What follows belongs to an exercise in optimizing a design on an open flow for small area and a short achievable clock period; a production flow would make more cautious choices. No functional check of the RTL was part of any run shown here. Power is estimated from default activity; no workload was simulated.

===== design/flow/design.v =====
module alu16_reg (
    input             clk,
    input      [15:0] valA,
    input      [15:0] valB,
    input      [ 3:0] aluop,
    input             shift_Dir,
    input             rotator_Dir,
    input             sub,
    output reg [ 3:0] cc,
    output reg [15:0] result
);
    reg [15:0] a_q, b_q;
    reg [ 3:0] op_q;
    reg        sd_q, rd_q, sub_q;
    wire [ 3:0] cc_d;
    wire [15:0] result_d;
    always @(posedge clk) begin
        a_q   <= valA;
        b_q   <= valB;
        op_q  <= aluop;
        sd_q  <= shift_Dir;
        rd_q  <= rotator_Dir;
        sub_q <= sub;
        cc     <= cc_d;
        result <= result_d;
    end
    ALU16 u_alu (a_q, b_q, op_q, sd_q, rd_q, sub_q, cc_d, result_d);
endmodule

module ALU16 (valA, valB, aluop, shift_Dir, rotator_Dir, sub, cc, result);
	input  [15:0] valA;
	input  [15:0] valB;
	input  [ 3:0] aluop;
	input         shift_Dir;
	input         rotator_Dir;
	input         sub;
	output [ 3:0] cc;
	output [15:0] result;
	wire op_add = (aluop == 4'd0);
	wire op_ar  = (aluop[3:1] == 3'd0);           
	wire op_lsh = (aluop == 4'd2) | (aluop == 4'd4);
	wire op_ash = (aluop == 4'd3);
	wire op_rot = (aluop == 4'd5) | (aluop == 4'd6);
	wire op_sh  = op_lsh | op_ash | op_rot;
	wire op_mul = (aluop == 4'd7);
	wire op_and = (aluop == 4'd8);
	wire op_or  = (aluop == 4'd9);
	wire op_not = (aluop == 4'd10);
	wire op_xor = (aluop == 4'd11);
	wire        inv = op_ar & sub;
	wire [15:0] sb  = valB ^ {16{inv}};
	wire [15:0] ap  = valA ^ sb;
	wire [15:0] ag  = valA & sb;
	wire [15:0] sum = cp_s;
	wire        co  = cp_c[16];
	wire        vad = cp_c[16] ^ cp_c[15];
	wire [3:0]  s    = valB[3:0];
	wire        left = op_rot ? rotator_Dir : shift_Dir;
	wire [3:0]  r;
	assign r[0] = s[0];
	assign r[1] = s[1] ^ (~left & s[0]);
	assign r[2] = s[2] ^ (~left & (s[1] | s[0]));
	assign r[3] = s[3] ^ (~left & (s[2] | s[1] | s[0]));
	wire [15:0] r1 = r[0] ? {valA[14:0], valA[15]}  : valA;
	wire [15:0] r2 = r[1] ? {r1[13:0], r1[15:14]}   : r1;
	wire [15:0] r3 = r[2] ? {r2[11:0], r2[15:12]}   : r2;
	wire [15:0] rot = r[3] ? {r3[7:0], r3[15:8]}    : r3;
	wire [15:0] therm;
	genvar k;
	generate for (k = 0; k < 16; k = k + 1) begin : th
		assign therm[k] = (s <= k);
	end endgenerate
	wire [15:0] keep;
	generate for (k = 0; k < 16; k = k + 1) begin : kp
		assign keep[k] = op_rot | (left ? therm[k] : therm[15-k]);
	end endgenerate
	wire        fill = op_ash & ~left & valA[15];
	wire [15:0] shr  = (rot & keep) | ({16{fill}} & ~keep);
	wire        vsh  = ~shift_Dir & (s != 4'd0) & valA[15];
	wire rows_on = |aluop[3:1];
	wire [16:0] ax = {valA[15], valA};
	wire [17:0] yb = {valB[15], valB, 1'b0};
	wire [7:0] one, two, ng;
	genvar j;
	generate for (j = 0; j < 8; j = j + 1) begin : enc
		assign one[j] = rows_on & (yb[2*j+1] ^ yb[2*j]);
		assign two[j] = rows_on & ((yb[2*j+2] & ~yb[2*j+1] & ~yb[2*j]) | (~yb[2*j+2] & yb[2*j+1] & yb[2*j]));
		assign ng[j]  = rows_on & yb[2*j+2];
	end endgenerate
	wire [16:0] pp0;
	assign pp0[0] = (one[0] & ax[0]) ^ ng[0];
	generate for (j = 1; j < 17; j = j + 1) begin : ppg0
		assign pp0[j] = ((one[0] & ax[j]) | (two[0] & ax[j-1])) ^ ng[0];
	end endgenerate
	wire [14:0] pp1;
	assign pp1[0] = (one[1] & ax[0]) ^ ng[1];
	generate for (j = 1; j < 15; j = j + 1) begin : ppg1
		assign pp1[j] = ((one[1] & ax[j]) | (two[1] & ax[j-1])) ^ ng[1];
	end endgenerate
	wire [12:0] pp2;
	assign pp2[0] = (one[2] & ax[0]) ^ ng[2];
	generate for (j = 1; j < 13; j = j + 1) begin : ppg2
		assign pp2[j] = ((one[2] & ax[j]) | (two[2] & ax[j-1])) ^ ng[2];
	end endgenerate
	wire [10:0] pp3;
	assign pp3[0] = (one[3] & ax[0]) ^ ng[3];
	generate for (j = 1; j < 11; j = j + 1) begin : ppg3
		assign pp3[j] = ((one[3] & ax[j]) | (two[3] & ax[j-1])) ^ ng[3];
	end endgenerate
	wire [8:0] pp4;
	assign pp4[0] = (one[4] & ax[0]) ^ ng[4];
	generate for (j = 1; j < 9; j = j + 1) begin : ppg4
		assign pp4[j] = ((one[4] & ax[j]) | (two[4] & ax[j-1])) ^ ng[4];
	end endgenerate
	wire [6:0] pp5;
	assign pp5[0] = (one[5] & ax[0]) ^ ng[5];
	generate for (j = 1; j < 7; j = j + 1) begin : ppg5
		assign pp5[j] = ((one[5] & ax[j]) | (two[5] & ax[j-1])) ^ ng[5];
	end endgenerate
	wire [4:0] pp6;
	assign pp6[0] = (one[6] & ax[0]) ^ ng[6];
	generate for (j = 1; j < 5; j = j + 1) begin : ppg6
		assign pp6[j] = ((one[6] & ax[j]) | (two[6] & ax[j-1])) ^ ng[6];
	end endgenerate
	wire [2:0] pp7;
	assign pp7[0] = (one[7] & ax[0]) ^ ng[7];
	generate for (j = 1; j < 3; j = j + 1) begin : ppg7
		assign pp7[j] = ((one[7] & ax[j]) | (two[7] & ax[j-1])) ^ ng[7];
	end endgenerate
	wire s1, c2;
	assign {c2, s1} = pp0[10] + pp1[8];
	wire s3, c4;
	assign {c4, s3} = pp0[11] + pp1[9];
	wire s5, c6;
	assign {c6, s5} = pp0[12] + pp1[10] + pp2[8];
	wire s7, c8;
	assign {c8, s7} = pp3[6] + pp4[4];
	wire s9, c10;
	assign {c10, s9} = pp0[13] + pp1[11] + pp2[9];
	wire s11, c12;
	assign {c12, s11} = pp3[7] + pp4[5];
	wire s13, c14;
	assign {c14, s13} = pp0[14] + pp1[12] + pp2[10];
	wire s15, c16;
	assign {c16, s15} = pp3[8] + pp4[6] + pp5[4];
	wire s17, c18;
	assign {c18, s17} = pp6[2] + pp7[0];
	wire s19, c20;
	assign {c20, s19} = pp0[15] + pp1[13] + pp2[11];
	wire s21, c22;
	assign {c22, s21} = pp3[9] + pp4[7] + pp5[5];
	wire s23, c24;
	assign {c24, s23} = pp6[3] + pp7[1];
	wire s25, c26;
	assign {c26, s25} = pp0[6] + pp1[4];
	wire s27, c28;
	assign {c28, s27} = pp0[7] + pp1[5];
	wire s29, c30;
	assign {c30, s29} = pp0[8] + pp1[6] + pp2[4];
	wire s31, c32;
	assign {c32, s31} = pp3[2] + pp4[0];
	wire s33, c34;
	assign {c34, s33} = pp0[9] + pp1[7] + pp2[5];
	wire s35, c36;
	assign {c36, s35} = pp3[3] + pp4[1];
	wire s37, c38;
	assign {c38, s37} = s1 + pp2[6] + pp3[4];
	wire s39, c40;
	assign {c40, s39} = pp4[2] + pp5[0] + ng[5];
	wire s41, c42;
	assign {c42, s41} = s3 + pp2[7] + pp3[5];
	wire s43, c44;
	assign {c44, s43} = pp4[3] + pp5[1] + c2;
	wire s45, c46;
	assign {c46, s45} = s5 + s7 + pp5[2];
	wire s47, c48;
	assign {c48, s47} = pp6[0] + ng[6] + c4;
	wire s49, c50;
	assign {c50, s49} = s9 + s11 + pp5[3];
	wire s51, c52;
	assign {c52, s51} = pp6[1] + c6 + c8;
	wire s53, c54;
	assign {c54, s53} = s13 + s15 + s17;
	wire s55, c56;
	assign {c56, s55} = ng[7] + c10 + c12;
	wire s57, c58;
	assign {c58, s57} = s19 + s21 + s23;
	wire s59, c60;
	assign {c60, s59} = c14 + c16 + c18;
	wire s61, c62;
	assign {c62, s61} = pp0[4] + pp1[2];
	wire s63, c64;
	assign {c64, s63} = pp0[5] + pp1[3];
	wire s65, c66;
	assign {c66, s65} = s25 + pp2[2] + pp3[0];
	wire s67, c68;
	assign {c68, s67} = s27 + pp2[3] + pp3[1];
	wire s69, c70;
	assign {c70, s69} = s29 + s31 + ng[4];
	wire s71, c72;
	assign {c72, s71} = s33 + s35 + c30;
	wire s73, c74;
	assign {c74, s73} = s37 + s39 + c34;
	wire s75, c76;
	assign {c76, s75} = s41 + s43 + c38;
	wire s77, c78;
	assign {c78, s77} = s45 + s47 + c42;
	wire s79, c80;
	assign {c80, s79} = s49 + s51 + c46;
	wire s81, c82;
	assign {c82, s81} = s53 + s55 + c50;
	wire s83, c84;
	assign {c84, s83} = s57 + s59 + c54;
	wire s85, c86;
	assign {c86, s85} = pp0[2] + pp1[0];
	wire s87, c88;
	assign {c88, s87} = pp0[3] + pp1[1];
	wire s89, c90;
	assign {c90, s89} = s61 + pp2[0] + ng[2];
	wire s91, c92;
	assign {c92, s91} = s63 + pp2[1] + c62;
	wire s93, c94;
	assign {c94, s93} = s65 + ng[3] + c64;
	wire s95, c96;
	assign {c96, s95} = s67 + c26 + c66;
	wire s97, c98;
	assign {c98, s97} = s69 + c28 + c68;
	wire s99, c100;
	assign {c100, s99} = s71 + c32 + c70;
	wire s101, c102;
	assign {c102, s101} = s73 + c36 + c72;
	wire s103, c104;
	assign {c104, s103} = s75 + c40 + c74;
	wire s105, c106;
	assign {c106, s105} = s77 + c44 + c76;
	wire s107, c108;
	assign {c108, s107} = s79 + c48 + c78;
	wire s109, c110;
	assign {c110, s109} = s81 + c52 + c80;
	wire s111, c112;
	assign {c112, s111} = s83 + c56 + c82;
	wire [15:0] mx = {s111, s109, s107, s105, s103, s101, s99, s97, s95, s93, s91, s89, s87, s85, pp0[1], pp0[0]};
	wire [15:0] my = {c110, c108, c106, c104, c102, c100, c98, c96, c94, c92, c90, c88, c86, ng[1], 1'b0, ng[0]};
	wire [15:0] cx = mx | ({16{op_ar}} & valA);
	wire [15:0] cy = my | ({16{op_ar}} & sb);
	wire [15:0] cp_s;
	wire [16:0] cp_c;
	wire [15:0] cp_p = cx ^ cy;
	wire [15:0] cp_g = cx & cy;
	wire cp_g0 = cp_g[0] | (cp_p[0] & (op_ar & sub));
	wire cp_G1 = cp_g[1] | (cp_p[1] & cp_g0);
	wire cp_G2 = cp_g[3] | (cp_p[3] & cp_g[2]);
	wire cp_P2 = cp_p[3] & cp_p[2];
	wire cp_G3 = cp_g[5] | (cp_p[5] & cp_g[4]);
	wire cp_P3 = cp_p[5] & cp_p[4];
	wire cp_G4 = cp_g[7] | (cp_p[7] & cp_g[6]);
	wire cp_P4 = cp_p[7] & cp_p[6];
	wire cp_G5 = cp_g[9] | (cp_p[9] & cp_g[8]);
	wire cp_P5 = cp_p[9] & cp_p[8];
	wire cp_G6 = cp_g[11] | (cp_p[11] & cp_g[10]);
	wire cp_P6 = cp_p[11] & cp_p[10];
	wire cp_G7 = cp_g[13] | (cp_p[13] & cp_g[12]);
	wire cp_P7 = cp_p[13] & cp_p[12];
	wire cp_G8 = cp_g[15] | (cp_p[15] & cp_g[14]);
	wire cp_P8 = cp_p[15] & cp_p[14];
	wire cp_G9 = cp_G2 | (cp_P2 & cp_G1);
	wire cp_G10 = cp_G4 | (cp_P4 & cp_G3);
	wire cp_P10 = cp_P4 & cp_P3;
	wire cp_G11 = cp_G6 | (cp_P6 & cp_G5);
	wire cp_P11 = cp_P6 & cp_P5;
	wire cp_G12 = cp_G8 | (cp_P8 & cp_G7);
	wire cp_P12 = cp_P8 & cp_P7;
	wire cp_G13 = cp_G10 | (cp_P10 & cp_G9);
	wire cp_G14 = cp_G12 | (cp_P12 & cp_G11);
	wire cp_P14 = cp_P12 & cp_P11;
	wire cp_G15 = cp_G14 | (cp_P14 & cp_G13);
	wire cp_G16 = cp_G11 | (cp_P11 & cp_G13);
	wire cp_G17 = cp_G3 | (cp_P3 & cp_G9);
	wire cp_G18 = cp_G5 | (cp_P5 & cp_G13);
	wire cp_G19 = cp_G7 | (cp_P7 & cp_G16);
	wire cp_G20 = cp_g[2] | (cp_p[2] & cp_G1);
	wire cp_G21 = cp_g[4] | (cp_p[4] & cp_G9);
	wire cp_G22 = cp_g[6] | (cp_p[6] & cp_G17);
	wire cp_G23 = cp_g[8] | (cp_p[8] & cp_G13);
	wire cp_G24 = cp_g[10] | (cp_p[10] & cp_G18);
	wire cp_G25 = cp_g[12] | (cp_p[12] & cp_G16);
	wire cp_G26 = cp_g[14] | (cp_p[14] & cp_G19);
	assign cp_c[0] = (op_ar & sub);
	assign cp_c[1] = cp_g0;
	assign cp_c[2] = cp_G1;
	assign cp_c[3] = cp_G20;
	assign cp_c[4] = cp_G9;
	assign cp_c[5] = cp_G21;
	assign cp_c[6] = cp_G17;
	assign cp_c[7] = cp_G22;
	assign cp_c[8] = cp_G13;
	assign cp_c[9] = cp_G23;
	assign cp_c[10] = cp_G18;
	assign cp_c[11] = cp_G24;
	assign cp_c[12] = cp_G16;
	assign cp_c[13] = cp_G25;
	assign cp_c[14] = cp_G19;
	assign cp_c[15] = cp_G26;
	assign cp_c[16] = cp_G15;
	assign cp_s = cp_p ^ cp_c[15:0];
	wire [15:0] cp_s_mul = cp_s;
	wire p16 = (((((((pp0[16] ^ pp1[14]) ^ (pp2[12] ^ pp3[10])) ^ ((pp4[8] ^ pp5[6]) ^ (pp6[4] ^ pp7[2]))) ^ ((c20 ^ c22) ^ c24)) ^ (c58 ^ c60)) ^ c84) ^ c112) ^ cp_c[16];
	wire [16:0] prod = {p16, cp_s};
	wire [3:0] tt = {op_and | op_or, op_or | op_xor | op_not, op_or | op_xor, op_not};
	wire [15:0] lgo;
	generate for (k = 0; k < 16; k = k + 1) begin : lu
		assign lgo[k] = valA[k] ? (valB[k] ? tt[3] : tt[2]) : (valB[k] ? tt[1] : tt[0]);
	end endgenerate
	wire [15:0] res =
		({16{op_ar | op_mul}} & cp_s) |
		({16{op_sh}}  & shr) |
		lgo;
	assign result = res;
	wire N = res[15];
	wire Z = ~|res;
	wire C = (op_add & co) | (op_mul & prod[16]);
	wire V = (op_add & vad) | (op_lsh & vsh);
	assign cc = {N, Z, C, V};
endmodule

===== design/flow/flow/run.sh =====
#!/bin/bash
set -euo pipefail
W=$PWD
rm -rf "$W/scripts_amap"
cp -r "$FLOW_HOME/scripts" "$W/scripts_amap"
cp "$W/flow/abc_area.script" "$W/scripts_amap/abc_area.script"
bash "$W/standard.sh" "SCRIPTS_DIR=$W/scripts_amap" synth > "$W/synth.log" 2>&1
bash "$W/standard.sh" "BUFFER_PORTS_ARGS=-buffer_cell sky130_fd_sc_hd__buf_1" finish > "$W/layout.log" 2>&1

===== design/flow/flow/abc_area.script =====
strash
dch
amap
topo
stime -c

===== design/flow/standard.sh =====
#!/bin/bash
# synth_recipe.tcl (not shown) runs the flow's synth.tcl, then flattens the netlist and writes it again
# the make line also repeats each setting of config.mk as NAME=value (left out here)
make -C /OpenROAD-flow-scripts/flow DESIGN_CONFIG=/design/flow/config.mk WORK_HOME=/design/flow/orfs CLKGATE_MAP_FILE= SYNTH_SCRIPT=/design/flow/synth_recipe.tcl "${@:-finish}"

===== design/flow/config.mk =====
export PLATFORM = sky130hd
export DESIGN_NAME = alu16_reg
export DESIGN_NICKNAME = alu16_reg
export VERILOG_FILES = /design/flow/design.v
export SDC_FILE = /design/flow/constraint.sdc
export NUM_CORES = 4
export LEC_CHECK = 0
export ABC_AREA = 1
export CAP_MARGIN = 20
export CORE_MARGIN = 2
export CORE_UTILIZATION = 40
export CTS_BUF_LIST = sky130_fd_sc_hd__clkbuf_4 sky130_fd_sc_hd__clkbuf_8
export SETUP_SLACK_MARGIN = 2.3
export SLEW_MARGIN = 20

===== design/flow/constraint.sdc =====
create_clock -name core_clock -period 8.5 [get_ports {clk}]
set_input_delay 1.7000 -clock core_clock [delete_from_list [all_inputs] [get_ports {clk}]]
set_output_delay 1.7000 -clock core_clock [all_outputs]
set_load 0.01 [all_outputs]

==> results of run 1 <==
## metrics by stage
step	hold slack [ps]	utilization
6_report	544	0.493
3_5_place_dp	538	0.444
4_1_cts	572	0.475
2_1_floorplan	480	-
3_3_place_gp	532	0.444
5_1_grt	581	0.493
## cell usage in the layout (no fill, tap or decap), drive strengths merged, types with 3 or more instances in the layout
master,count
o31ai,12
a21oi,82
o221ai,22
o32ai,3
dfxtp,58
ha,32
or3,7
clkinvlp,3
a22oi,10
o221a,10
o22a,21
clkinv,101
buf,94
a211oi,5
o21ai,60
nor3,4
nor2,139
o21bai,8
inv,4
o22ai,128
a222oi,7
nand2,53
nand3,3
xor2,4
a221oi,11
fa,48
nor4,5
clkbuf,13
## layer usage
metal	GRT usage	up-vias	part of all wire
met5	0	-	0
met4	0.126	0	0.047
met3	0.0422	80	0.082
met2	0.454	381	0.45
met1	0.379	3336	0.42
li1	-	3465	-
## sequential cells by signal (all words and copies together) (netlist names)
name and count:
rd_q 1, result 15, cc 4, sd_q 1, sub_q 1, a_q 16, op_q 4, b_q 16
## Yosys cell counts
master	number
sky130_fd_sc_hd__nor2_1	139
sky130_fd_sc_hd__clkinv_1	106
sky130_fd_sc_hd__nor4_1	5
sky130_fd_sc_hd__and4_1	1
sky130_fd_sc_hd__and3_1	1
sky130_fd_sc_hd__a21o_1	1
sky130_fd_sc_hd__fa_1	48
sky130_fd_sc_hd__o22ai_1	128
sky130_fd_sc_hd__a222oi_1	7
sky130_fd_sc_hd__o221ai_1	22
sky130_fd_sc_hd__o221a_1	10
sky130_fd_sc_hd__nand2_1	53
sky130_fd_sc_hd__o22a_1	21
sky130_fd_sc_hd__o311ai_0	1
sky130_fd_sc_hd__o21bai_1	8
sky130_fd_sc_hd__a32oi_1	1
sky130_fd_sc_hd__o211ai_1	1
sky130_fd_sc_hd__or4_1	1
sky130_fd_sc_hd__o32ai_1	3
sky130_fd_sc_hd__buf_4	1
sky130_fd_sc_hd__or3_1	7
sky130_fd_sc_hd__a221oi_1	11
sky130_fd_sc_hd__nor3_1	4
sky130_fd_sc_hd__a221o_1	1
sky130_fd_sc_hd__a22oi_1	10
sky130_fd_sc_hd__o21ai_0	60
sky130_fd_sc_hd__a311oi_1	1
sky130_fd_sc_hd__a32o_1	1
sky130_fd_sc_hd__o31ai_1	12
sky130_fd_sc_hd__o41ai_1	1
sky130_fd_sc_hd__dfxtp_1	58
sky130_fd_sc_hd__xnor2_1	1
sky130_fd_sc_hd__a211oi_1	5
sky130_fd_sc_hd__a21oi_1	82
sky130_fd_sc_hd__xor2_1	4
sky130_fd_sc_hd__a31oi_1	2
sky130_fd_sc_hd__ha_1	32
sky130_fd_sc_hd__nand3_1	3
sky130_fd_sc_hd__nor2b_1	2
## where the power goes
part	switching (mW)	leakage [nW]	internal, mW
clock	0.107	0.103	0.147
combinational	1.00	2.14	0.717
sequential	0.0218	0.488	0.312
total	1.13	2.73	1.18
## worst max-delay path, delay by kind of cell (launching register included)
kind                     cells  cell delay (ps)
adder cells (fa/ha/maj)      5             1820
buffers and inverters        4              490
AND/OR/NAND/NOR             11             1620
AO/OA/AOI/OAI                8             1580
flip-flops                   1              340
## final cells by class
type | count | area (um^2) | share of cell area
Multi-Input combinational cell | 690 | 5130 | 0.663
Sequential cell | 58 | 1170 | 0.151
Timing Repair Buffer | 95 | 529 | 0.0683
Inverter | 106 | 449 | 0.0580
Tap cell | 216 | 270 | 0.0349
Clock buffer | 12 | 153 | 0.0197
Clock inverter | 3 | 40.0 | 0.00517
## logic make-up after synthesis
kind of cell | share of synthesized area
AND/OR/NAND/NOR | 0.136
adder cells (fa/ha/maj) | 0.213
XOR/XNOR | 0.00687
buffers and inverters | 0.0636
AO/OA/AOI/OAI | 0.398
flip-flops | 0.182
## worst max-delay path by stage
stage	startpoint	to	depth (start not counted)	slack [ps]
after global routing	b_q[2]	cc[2]	27	2290
after detailed placement	op_q[3]	cc[2]	28	1450
after CTS	b_q[2]	cc[2]	26	2320
after global placement	b_q[1]	cc[2]	26	1760
final	op_q[3]	cc[2]	28	2550
after floorplan	op_q[3]	cc[2]	28	2310
## timing repair
item                       4_1_cts  5_1_grt
setup endpoints to repair        7        1
pin swaps                       10       30
cloned                           0        1
setup buffers                   14        9
resized for setup               51       43
==> insert_results.sql, run 1 <==
INSERT INTO impl_metrics (metric_group, metric, value, unit) VALUES
('place', 'dpl-instance-area', '0.00698', 'mm^2'),
('job', 'cap_violations', '0', ''),
('synthesis', 'synthesis_stage_register_bit_count', '58', ''),
('hold_path', 'holdCritPathClass', 'flip-flop to flip-flop', ''),
('synthesis', 'post_synth_instance_area', '0.00638', 'mm^2'),
('synthesis', 'ys_seq_area_frac', '0.182', ''),
('drt', 'drt_pre_antenna_iters', '6', ''),
('cells_and_area', 'antenna-diode-count', '0', ''),
('clocking', 'hold_bufs_inserted_after_cts', '0', ''),
('worst_setup_path', 'end_kind', 'flip-flop', ''),
('timing', 'grt_setup_unrepaired', 'no', ''),
('worst_setup_path', 'regToRegEndpoint', 'cc[2]', ''),
('cells_and_area', 'final_nets', '1080', ''),
('worst_setup_path', 'rrSetupSlack', '2550', 'ps'),
('synthesis', 'netlist_instances', '855', ''),
('power_and_ir_drop', 'power.leakage', '2.73', 'nW'),
('drt', 'wl_per_cell', '20.3', 'um'),
('synthesis', 'synth_area_per_inst', '7.46', 'um^2'),
('worst_setup_path', 'worst-r2r-cell-count', '28', ''),
('hold_path', 'min-delay-start', 'a_q[14]', ''),
('power_and_ir_drop', 'power.density_cell_area', '298', 'mW/mm^2'),
('power_and_ir_drop', 'vdd.ir_drop.worst', '0.000224', 'V'),
('synthesis', 'synth.net_count', '975', ''),
('timing', 'finalWorstSetupSlack', '2550', 'ps'),
('worst_setup_path', 'most_prevalent_standard_cell_on_the_critical_path', 'sky130_fd_sc_hd__nor2_2', ''),
('drt', 'routed-via-count', '7262', ''),
('global_route', 'number_of_antenna_violations_at_the_first_check_in_global_routing', '0', ''),
('floorplanning', 'starting_density_of_the_core', '0.406', ''),
('floorplanning', 'ios', '60', ''),
('timing', 'fin_crit_sh', '0.700', ''),
('timing', 'normalized_max_slew_margin', '0.293', ''),
('cells_and_area', 'nFillCells', '1559', ''),
('worst_setup_path', 'worstReg2RegStart', 'op_q[3]', ''),
('worst_setup_path', 'worstPathRequired', '8790', 'ps'),
('floorplanning', 'design.core.area', '0.0157', 'mm^2'),
('hold_path', 'hold_depth', '2', ''),
('place', 'final_weighted_congestion_of_routability_driven_global_placement', '0.970', ''),
('timing', 'worst_clock_skew', '7.05', 'ps'),
('drt', 'vias_per_cell', '6.15', ''),
('global_route', 'grt_pass1_vias', '6534', ''),
('power_and_ir_drop', 'power.total', '2.31', 'mW'),
('worst_setup_path', 'arrival', '6250', 'ps'),
('hold_path', 'whs_endpoint', 'result[14]', ''),
('cells_and_area', 'drive_gt1_frac', '0.128', ''),
('synthesis', 'synth_area_leader', 'sky130_fd_sc_hd__dfxtp_1', ''),
('worst_setup_path', 'cpPeakStageDelay', '530', 'ps'),
('floorplanning', 'floorplan.die.height', '130', 'um'),
('clocking', 'clkSinkCount', '58', ''),
('clocking', 'cts_clock_pin_slew_for_the_worst_setup_and_hold_paths', '70', 'ps'),
('status', 'run_status', 'timing/DRC/antenna clean', ''),
('drt', 'routed_wl', '24.0', 'mm'),
('clocking', 'tritoncts.num_buffers', '9', ''),
('synthesis', 'synth_top_cell_area_share', '0.182', ''),
('place', 'number_of_buffers_added_on_ports', '59', ''),
('clocking', 'clkLatencyLatePin', '350', 'ps'),
('floorplanning', 'placement_rows', '46', ''),
('global_route', 'grt_max_degree', '30', ''),
('drt', 'drcViolationCount', '0', ''),
('timing', 'finalSetupViolations', '0', ''),
('cells_and_area', 'flow.area_growth_from_synthesis', '21.5', '%'),
('worst_setup_path', 'slowest_stage', 'sky130_fd_sc_hd__fa_1', ''),
('clocking', 'tritoncts', 'yes', ''),
('clocking', 'ctsRootBufferMaster', 'sky130_fd_sc_hd__clkbuf_8', ''),
('timing', 'fmaxAchievable', '0.168', 'GHz'),
('timing', 'drv_slew', '0', ''),
('global_route', 'grt_pass1_wl', '36.4', 'mm'),
('place', 'dpl.cell_count', '1141', ''),
('cells_and_area', 'finalInstanceArea', '0.00775', 'mm^2'),
('cells_and_area', 'layoutNonFillerInstCount', '1180', ''),
('drt', 'number_of_nets_with_antenna_violations_after_detailed_routing', '0', ''),
('floorplanning', 'die_width', '130', 'um');
==> run 2: changes to the inputs <==
--- a/design/flow/design.v
+++ b/design/flow/design.v
@@ -250,56 +250,102 @@
 	wire cp_g0 = cp_g[0] | (cp_p[0] & (op_ar & sub));
-	wire cp_G1 = cp_g[1] | (cp_p[1] & cp_g0);
-	wire cp_G2 = cp_g[3] | (cp_p[3] & cp_g[2]);
-	wire cp_P2 = cp_p[3] & cp_p[2];
-	wire cp_G3 = cp_g[5] | (cp_p[5] & cp_g[4]);
-	wire cp_P3 = cp_p[5] & cp_p[4];
-	wire cp_G4 = cp_g[7] | (cp_p[7] & cp_g[6]);
-	wire cp_P4 = cp_p[7] & cp_p[6];
-	wire cp_G5 = cp_g[9] | (cp_p[9] & cp_g[8]);
-	wire cp_P5 = cp_p[9] & cp_p[8];
-	wire cp_G6 = cp_g[11] | (cp_p[11] & cp_g[10]);
-	wire cp_P6 = cp_p[11] & cp_p[10];
-	wire cp_G7 = cp_g[13] | (cp_p[13] & cp_g[12]);
-	wire cp_P7 = cp_p[13] & cp_p[12];
-	wire cp_G8 = cp_g[15] | (cp_p[15] & cp_g[14]);
-	wire cp_P8 = cp_p[15] & cp_p[14];
-	wire cp_G9 = cp_G2 | (cp_P2 & cp_G1);
-	wire cp_G10 = cp_G4 | (cp_P4 & cp_G3);
-	wire cp_P10 = cp_P4 & cp_P3;
-	wire cp_G11 = cp_G6 | (cp_P6 & cp_G5);
-	wire cp_P11 = cp_P6 & cp_P5;
-	wire cp_G12 = cp_G8 | (cp_P8 & cp_G7);
-	wire cp_P12 = cp_P8 & cp_P7;
-	wire cp_G13 = cp_G10 | (cp_P10 & cp_G9);
-	wire cp_G14 = cp_G12 | (cp_P12 & cp_G11);
-	wire cp_P14 = cp_P12 & cp_P11;
-	wire cp_G15 = cp_G14 | (cp_P14 & cp_G13);
-	wire cp_G16 = cp_G11 | (cp_P11 & cp_G13);
-	wire cp_G17 = cp_G3 | (cp_P3 & cp_G9);
-	wire cp_G18 = cp_G5 | (cp_P5 & cp_G13);
-	wire cp_G19 = cp_G7 | (cp_P7 & cp_G16);
-	wire cp_G20 = cp_g[2] | (cp_p[2] & cp_G1);
-	wire cp_G21 = cp_g[4] | (cp_p[4] & cp_G9);
-	wire cp_G22 = cp_g[6] | (cp_p[6] & cp_G17);
-	wire cp_G23 = cp_g[8] | (cp_p[8] & cp_G13);
-	wire cp_G24 = cp_g[10] | (cp_p[10] & cp_G18);
-	wire cp_G25 = cp_g[12] | (cp_p[12] & cp_G16);
-	wire cp_G26 = cp_g[14] | (cp_p[14] & cp_G19);
+	wire cp_G1 = cp_g[15] | (cp_p[15] & cp_g[14]);
+	wire cp_P1 = cp_p[15] & cp_p[14];
+	wire cp_G2 = cp_g[14] | (cp_p[14] & cp_g[13]);
+	wire cp_P2 = cp_p[14] & cp_p[13];
+	wire cp_G3 = cp_g[13] | (cp_p[13] & cp_g[12]);
+	wire cp_P3 = cp_p[13] & cp_p[12];
+	wire cp_G4 = cp_g[12] | (cp_p[12] & cp_g[11]);
+	wire cp_P4 = cp_p[12] & cp_p[11];
+	wire cp_G5 = cp_g[11] | (cp_p[11] & cp_g[10]);
+	wire cp_P5 = cp_p[11] & cp_p[10];
+	wire cp_G6 = cp_g[10] | (cp_p[10] & cp_g[9]);
+	wire cp_P6 = cp_p[10] & cp_p[9];
+	wire cp_G7 = cp_g[9] | (cp_p[9] & cp_g[8]);
+	wire cp_P7 = cp_p[9] & cp_p[8];
+	wire cp_G8 = cp_g[8] | (cp_p[8] & cp_g[7]);
+	wire cp_P8 = cp_p[8] & cp_p[7];
+	wire cp_G9 = cp_g[7] | (cp_p[7] & cp_g[6]);
+	wire cp_P9 = cp_p[7] & cp_p[6];
+	wire cp_G10 = cp_g[6] | (cp_p[6] & cp_g[5]);
+	wire cp_P10 = cp_p[6] & cp_p[5];
+	wire cp_G11 = cp_g[5] | (cp_p[5] & cp_g[4]);
+	wire cp_P11 = cp_p[5] & cp_p[4];
+	wire cp_G12 = cp_g[4] | (cp_p[4] & cp_g[3]);
+	wire cp_P12 = cp_p[4] & cp_p[3];
+	wire cp_G13 = cp_g[3] | (cp_p[3] & cp_g[2]);
+	wire cp_P13 = cp_p[3] & cp_p[2];
+	wire cp_G14 = cp_g[2] | (cp_p[2] & cp_g[1]);
+	wire cp_P14 = cp_p[2] & cp_p[1];
+	wire cp_G15 = cp_g[1] | (cp_p[1] & cp_g0);
+	wire cp_G16 = cp_G1 | (cp_P1 & cp_G3);
+	wire cp_P16 = cp_P1 & cp_P3;
+	wire cp_G17 = cp_G2 | (cp_P2 & cp_G4);
+	wire cp_P17 = cp_P2 & cp_P4;
+	wire cp_G18 = cp_G3 | (cp_P3 & cp_G5);
+	wire cp_P18 = cp_P3 & cp_P5;
+	wire cp_G19 = cp_G4 | (cp_P4 & cp_G6);
+	wire cp_P19 = cp_P4 & cp_P6;
+	wire cp_G20 = cp_G5 | (cp_P5 & cp_G7);
+	wire cp_P20 = cp_P5 & cp_P7;
+	wire cp_G21 = cp_G6 | (cp_P6 & cp_G8);
+	wire cp_P21 = cp_P6 & cp_P8;
+	wire cp_G22 = cp_G7 | (cp_P7 & cp_G9);
+	wire cp_P22 = cp_P7 & cp_P9;
+	wire cp_G23 = cp_G8 | (cp_P8 & cp_G10);
+	wire cp_P23 = cp_P8 & cp_P10;
+	wire cp_G24 = cp_G9 | (cp_P9 & cp_G11);
+	wire cp_P24 = cp_P9 & cp_P11;
+	wire cp_G25 = cp_G10 | (cp_P10 & cp_G12);
+	wire cp_P25 = cp_P10 & cp_P12;
+	wire cp_G26 = cp_G11 | (cp_P11 & cp_G13);
+	wire cp_P26 = cp_P11 & cp_P13;
+	wire cp_G27 = cp_G12 | (cp_P12 & cp_G14);
+	wire cp_P27 = cp_P12 & cp_P14;
+	wire cp_G28 = cp_G13 | (cp_P13 & cp_G15);
+	wire cp_G29 = cp_G14 | (cp_P14 & cp_g0);
+	wire cp_G30 = cp_G16 | (cp_P16 & cp_G20);
+	wire cp_P30 = cp_P16 & cp_P20;
+	wire cp_G31 = cp_G17 | (cp_P17 & cp_G21);
+	wire cp_P31 = cp_P17 & cp_P21;
+	wire cp_G32 = cp_G18 | (cp_P18 & cp_G22);
+	wire cp_P32 = cp_P18 & cp_P22;
+	wire cp_G33 = cp_G19 | (cp_P19 & cp_G23);
+	wire cp_P33 = cp_P19 & cp_P23;
+	wire cp_G34 = cp_G20 | (cp_P20 & cp_G24);
+	wire cp_P34 = cp_P20 & cp_P24;
+	wire cp_G35 = cp_G21 | (cp_P21 & cp_G25);
+	wire cp_P35 = cp_P21 & cp_P25;
+	wire cp_G36 = cp_G22 | (cp_P22 & cp_G26);
+	wire cp_P36 = cp_P22 & cp_P26;
+	wire cp_G37 = cp_G23 | (cp_P23 & cp_G27);
+	wire cp_P37 = cp_P23 & cp_P27;
+	wire cp_G38 = cp_G24 | (cp_P24 & cp_G28);
+	wire cp_G39 = cp_G25 | (cp_P25 & cp_G29);
+	wire cp_G40 = cp_G26 | (cp_P26 & cp_G15);
+	wire cp_G41 = cp_G27 | (cp_P27 & cp_g0);
+	wire cp_G42 = cp_G30 | (cp_P30 & cp_G38);
+	wire cp_G43 = cp_G31 | (cp_P31 & cp_G39);
+	wire cp_G44 = cp_G32 | (cp_P32 & cp_G40);
+	wire cp_G45 = cp_G33 | (cp_P33 & cp_G41);
+	wire cp_G46 = cp_G34 | (cp_P34 & cp_G28);
+	wire cp_G47 = cp_G35 | (cp_P35 & cp_G29);
+	wire cp_G48 = cp_G36 | (cp_P36 & cp_G15);
+	wire cp_G49 = cp_G37 | (cp_P37 & cp_g0);
 	assign cp_c[0] = (op_ar & sub);
 	assign cp_c[1] = cp_g0;
-	assign cp_c[2] = cp_G1;
-	assign cp_c[3] = cp_G20;
-	assign cp_c[4] = cp_G9;
-	assign cp_c[5] = cp_G21;
-	assign cp_c[6] = cp_G17;
-	assign cp_c[7] = cp_G22;
-	assign cp_c[8] = cp_G13;
-	assign cp_c[9] = cp_G23;
-	assign cp_c[10] = cp_G18;
-	assign cp_c[11] = cp_G24;
-	assign cp_c[12] = cp_G16;
-	assign cp_c[13] = cp_G25;
-	assign cp_c[14] = cp_G19;
-	assign cp_c[15] = cp_G26;
-	assign cp_c[16] = cp_G15;
+	assign cp_c[2] = cp_G15;
+	assign cp_c[3] = cp_G29;
+	assign cp_c[4] = cp_G28;
+	assign cp_c[5] = cp_G41;
+	assign cp_c[6] = cp_G40;
+	assign cp_c[7] = cp_G39;
+	assign cp_c[8] = cp_G38;
+	assign cp_c[9] = cp_G49;
+	assign cp_c[10] = cp_G48;
+	assign cp_c[11] = cp_G47;
+	assign cp_c[12] = cp_G46;
+	assign cp_c[13] = cp_G45;
+	assign cp_c[14] = cp_G44;
+	assign cp_c[15] = cp_G43;
+	assign cp_c[16] = cp_G42;
 	assign cp_s = cp_p ^ cp_c[15:0];
==> insert_results.sql, run 2 <==
INSERT INTO impl_metrics (metric_group, metric, value, unit) VALUES
('synthesis', 'ys_warn_count', '1', ''),
('cells_and_area', 'top_registers', 'a_q x16, b_q x16, result x15', ''),
('synthesis', 'synth_compound_gate_area_share', '0.411', ''),
('place', 'number_of_buffers_added_on_ports', '59', ''),
('power_and_ir_drop', 'power.leakage', '2.65', 'nW'),
('synthesis', 'synth_area_leader', 'sky130_fd_sc_hd__dfxtp_1', ''),
('synthesis', 'multiplexer_fraction_of_the_synthesized_cell_area', '0', ''),
('clocking', 'tritoncts', 'yes', ''),
('floorplanning', 'ios', '60', ''),
('synthesis', 'synth_enable_flop_cells', '0', ''),
('clocking', 'clkSinkCount', '58', ''),
('timing', 'normalized_max_slew_margin', '0.288', ''),
('clocking', 'tritoncts.num_buffers', '9', ''),
('floorplanning', 'die_width', '130', 'um'),
('clocking', 'hold_bufs_inserted_after_cts', '0', ''),
('drt', 'dr.first_iter.drc_count', '926', ''),
('drt', 'wl_per_cell', '20.2', 'um'),
('worst_setup_path', 'arrival', '6320', 'ps'),
('worst_setup_path', 'critPathMaxFanout', '13', ''),
('drt', 'number_of_nets_with_antenna_violations_after_detailed_routing', '0', ''),
('place', 'final_weighted_congestion_of_routability_driven_global_placement', '0.975', ''),
('global_route', 'grt_overflow', '0', ''),
('timing', 'drv_slew', '0', ''),
('cells_and_area', 'flow.area_growth_from_synthesis', '17.3', '%'),
('clocking', 'clock_path_buffers', '2', ''),
('worst_setup_path', 'worstPathRequired', '8820', 'ps'),
('place', 'dpl-instance-area', '0.00701', 'mm^2'),
('power_and_ir_drop', 'power.density_cell_area', '323', 'mW/mm^2'),
('floorplanning', 'design.core.area', '0.0157', 'mm^2'),
('global_route', 'grt_pass1_vias', '6483', ''),
('timing', 'fin_crit_sh', '0.706', ''),
('worst_setup_path', 'worst-r2r-cell-count', '23', ''),
('timing', 'timing_worst_slew_pin_value', '1060', 'ps'),
('power_and_ir_drop', 'power.total', '2.41', 'mW'),
('synthesis', 'yosys.area_share.simple', '0.142', ''),
('job', 'cap_violations', '0', ''),
('floorplanning', 'design.die.area', '0.0170', 'mm^2'),
('cells_and_area', 'nFillCells', '1614', ''),
('cells_and_area', 'fin_util', '0.476', ''),
('drt', 'wl_met2', '10.6', 'mm'),
('clocking', 'clkLatencyLatePin', '380', 'ps'),
('synthesis', 'netlist_instances', '853', ''),
('cells_and_area', 'drive_gt1_frac', '0.0807', ''),
('worst_setup_path', 'end_kind', 'flip-flop', ''),
('status', 'run_status', 'timing/DRC/antenna clean', ''),
('global_route', 'grt_max_degree', '37', ''),
('synthesis', 'ys_seq_area_frac', '0.182', ''),
('hold_path', 'holdCritPathClass', 'flip-flop to flip-flop', ''),
('drt', 'drt_pre_antenna_iters', '5', ''),
('cells_and_area', 'final_nets', '1063', ''),
('worst_setup_path', 'crit_path_start', 'b_q[1]', ''),
('cells_and_area', 'layout.cells.most_common_list', '140 x sky130_fd_sc_hd__nor2_1, 117 x sky130_fd_sc_hd__o22ai_1, 89 x sky130_fd_sc_hd__clkinv_1', ''),
('floorplanning', 'starting_density_of_the_core', '0.406', ''),
('drt', 'routed-via-count', '7184', ''),
('cells_and_area', 'finalInstanceArea', '0.00748', 'mm^2'),
('drt', 'routed_wl', '23.7', 'mm'),
('clocking', 'cts-htree-levels', '3', ''),
('place', 'dp_hpwl', '17.0', 'mm'),
('synthesis', 'netlist-cell-type-count', '41', ''),
('drt', 'drcViolationCount', '0', ''),
('worst_setup_path', 'path_cells', 'buf_6 > inv_4 > o21ai_2 > clkinv_1 > or3_4 > o22ai_1 > o21ai_0 > ha_1 > clkinv_1 > fa_1 > fa_1 > clkinv_1 > fa_1 > o21bai_1 > ha_1 > clkinvlp_4 > o31ai_4 > a31oi_2 > nor2_1 > a21oi_1 > a221o_1 > nor4_2 > and4_1', ''),
('timing', 'worst_clock_skew', '16.6', 'ps'),
('worst_setup_path', 'cpPeakStageDelay', '550', 'ps'),
('place', 'dpl.cell_count', '1146', ''),
('timing', 'grt_setup_unrepaired', 'no', ''),
('synthesis', 'asyncSetResetFlopFracSynth', '0', ''),
('timing', 'sum_neg_setup_slack', '0', 'ps'),
('synthesis', 'synth_xor_area_frac', '0.0110', ''),
('hold_path', 'min-delay-start', 'a_q[15]', ''),
('drt', 'wl_met3', '1.80', 'mm'),
('global_route', 'grt_pass1_wl', '36.2', 'mm'),
('drt', 'drt-met1-wl', '10.3', 'mm'),
('synthesis', 'combinational_family_with_the_most_area_after_synthesis', 'compound AO/OA/AOI/OAI gates', ''),
('floorplanning', 'placement_rows', '46', ''),
('synthesis', 'synth_top_cell_area_share', '0.182', ''),
('drt', 'vias_per_cell', '6.14', ''),
('power_and_ir_drop', 'vdd.ir_drop.worst', '0.000232', 'V'),
('timing', 'fmaxAchievable', '0.167', 'GHz'),
('global_route', 'all_layer_global_routing_usage', '0.283', ''),
('synthesis', 'synth-adder-area-share', '0.194', ''),
('cells_and_area', 'layout_commonest_cell', 'sky130_fd_sc_hd__nor2_1', ''),
('synthesis', 'synth_commonest_cells', '142 x sky130_fd_sc_hd__nor2_1, 118 x sky130_fd_sc_hd__o22ai_1, 100 x sky130_fd_sc_hd__clkinv_1', ''),
('clocking', 'ctsRootBufferMaster', 'sky130_fd_sc_hd__clkbuf_8', ''),
('floorplanning', 'floorplan.die.height', '130', 'um'),
('cells_and_area', 'antenna-diode-count', '0', ''),
('worst_setup_path', 'startpoint_type', 'flip-flop', ''),
('worst_setup_path', 'path_class', 'flip-flop to flip-flop', ''),
('synthesis', 'yosys.cell_count.top_type', 'sky130_fd_sc_hd__nor2_1', ''),
('cells_and_area', 'layoutNonFillerInstCount', '1170', ''),
('synthesis', 'synth_area_per_inst', '7.47', 'um^2'),
('synthesis', 'synth.top_cells.by_area', 'sky130_fd_sc_hd__dfxtp_1 18%, sky130_fd_sc_hd__fa_1 13%, sky130_fd_sc_hd__o22ai_1 12%', ''),
('synthesis', 'synthesis_stage_register_bit_count', '58', ''),
('worst_setup_path', 'worstReg2RegStart', 'b_q[1]', ''),
('global_route', 'number_of_antenna_violations_at_the_first_check_in_global_routing', '0', ''),
('synthesis', 'synth.net_count', '967', ''),
('drt', 'route.top_layer_used', 'met4', ''),
('timing', 'final-hold-violation-count', '0', ''),
('timing', 'finalSetupViolations', '0', ''),
('worst_setup_path', 'slowest_stage', 'sky130_fd_sc_hd__fa_1', ''),
('clocking', 'cts_clock_pin_slew_for_the_worst_setup_and_hold_paths', '80', 'ps'),
('hold_path', 'hold_depth', '1', ''),
('synthesis', 'post_synth_instance_area', '0.00637', 'mm^2'),
('timing', 'fin_crit', '6000', 'ps'),
('synthesis', 'most_frequently_used_flop_master_after_synthesis', 'sky130_fd_sc_hd__dfxtp_1', '');
## run 2: cell count changes after synthesis, sizes merged, moves of 4 or more
| cell | change |
|---|---|
| o31ai | -4 |
| o21a | +5 |
| o21bai | +4 |
| nand2 | -17 |
| fa | -7 |
| clkinv | -6 |
| xor2 | +4 |
| nor3 | +12 |
| a221o | +5 |
| a222oi | -4 |
| o221ai | +11 |
| o22ai | -10 |
| o21ai | -7 |
## run 2: kinds of logic (layout without fill, tap and decap cells)
| family | Yosys count | after routing |
|---|---|---|
| compound gates | 393 | 393 |
| xor+xnor | 8 | 8 |
| fa+ha+maj | 74 | 74 |
| buf+inv | 101 | 202 |
| flops | 58 | 58 |
| simple gates | 219 | 219 |
## run 2: what timing repair did
item                                    in CTS  in global routing
pin swaps                                    0                  4
resized for setup                           22                 27
buffers inserted                             0                  8
endpoints found under the setup margin       7                  5
## run 2: where the power goes
group / switching [mW] / total (mW) / internal [mW] / leakage (nW)
Clock: 0.135 / 0.302 / 0.167 / 0.106
Combinational: 1.07 / 1.78 / 0.700 / 2.06
Sequential: 0.0224 / 0.334 / 0.312 / 0.488
## run 2: area by class of cell
cell class                 count  area [um^2]  area share
clock buffer                   9          124      0.0166
sequential                    58         1160       0.156
clock inverter                 7          101      0.0136
inverter                     100          402      0.0537
timing repair buffer          86          444      0.0594
tap                          216          270      0.0362
multi-input combinational    694         4970       0.665
## run 2: worst max-delay path, delay by kind of cell, from the launching register on
family	cells	cell delay (ps)
AOI/OAI and AO/OA	8	1630
adders and majority gates	5	2190
buffers and inverters	6	690
DFF	1	340
and+or+nand+nor	4	1080
## run 2: final timing paths
| kind | to | slack, ps |
|---|---|---|
| worst max-delay path | cc[2] | 2500 |
| worst min-delay path | cc[0] | 550 |
| worst max register to register | cc[2] | 2500 |
| worst min register to register | cc[0] | 550 |
## run 2: metrics by stage
step                      setup WS [ps]  hold slack, ps
after CTS                          2300             555
after floorplan                    2320             488
final                              2500             548
after detailed placement           1470             525
after global placement             1680             522
after global routing               2270             575
## run 2: metal layers
metal	vias to the layer above	track usage
met5	-	0
met4	0	0.136
met3	60	0.0426
met2	347	0.442
met1	3290	0.384
li1	3487	-

## separate check: timing with driven ports
Ports are ideal in the flow. The routed layouts listed here were re-timed in OpenROAD.
Step 1, drivers: a clkbuf_16 drives clk and a buf_2 each remaining input, both assumed.
Step 2 also shifts input and output timing later by t, the mid clock arrival at the registers, as if the neighbouring blocks saw the same clock.
a / b / c = no drivers / after step 1 / after step 2; a / b = the first two.
| run | t, ns | slack for setup (ns) | worst register clock-pin slew, ns | pins driven straight from the clock port |
|---|---|---|---|---|
| run 1 | 0.380 | 2.547 / 2.547 / 2.547 | 0.07 / 0.07 | 1 |
| run 2 | 0.406 | 2.498 / 2.498 / 2.498 | 0.08 / 0.08 | 1 |
After both steps setup and hold are still met in every run listed.
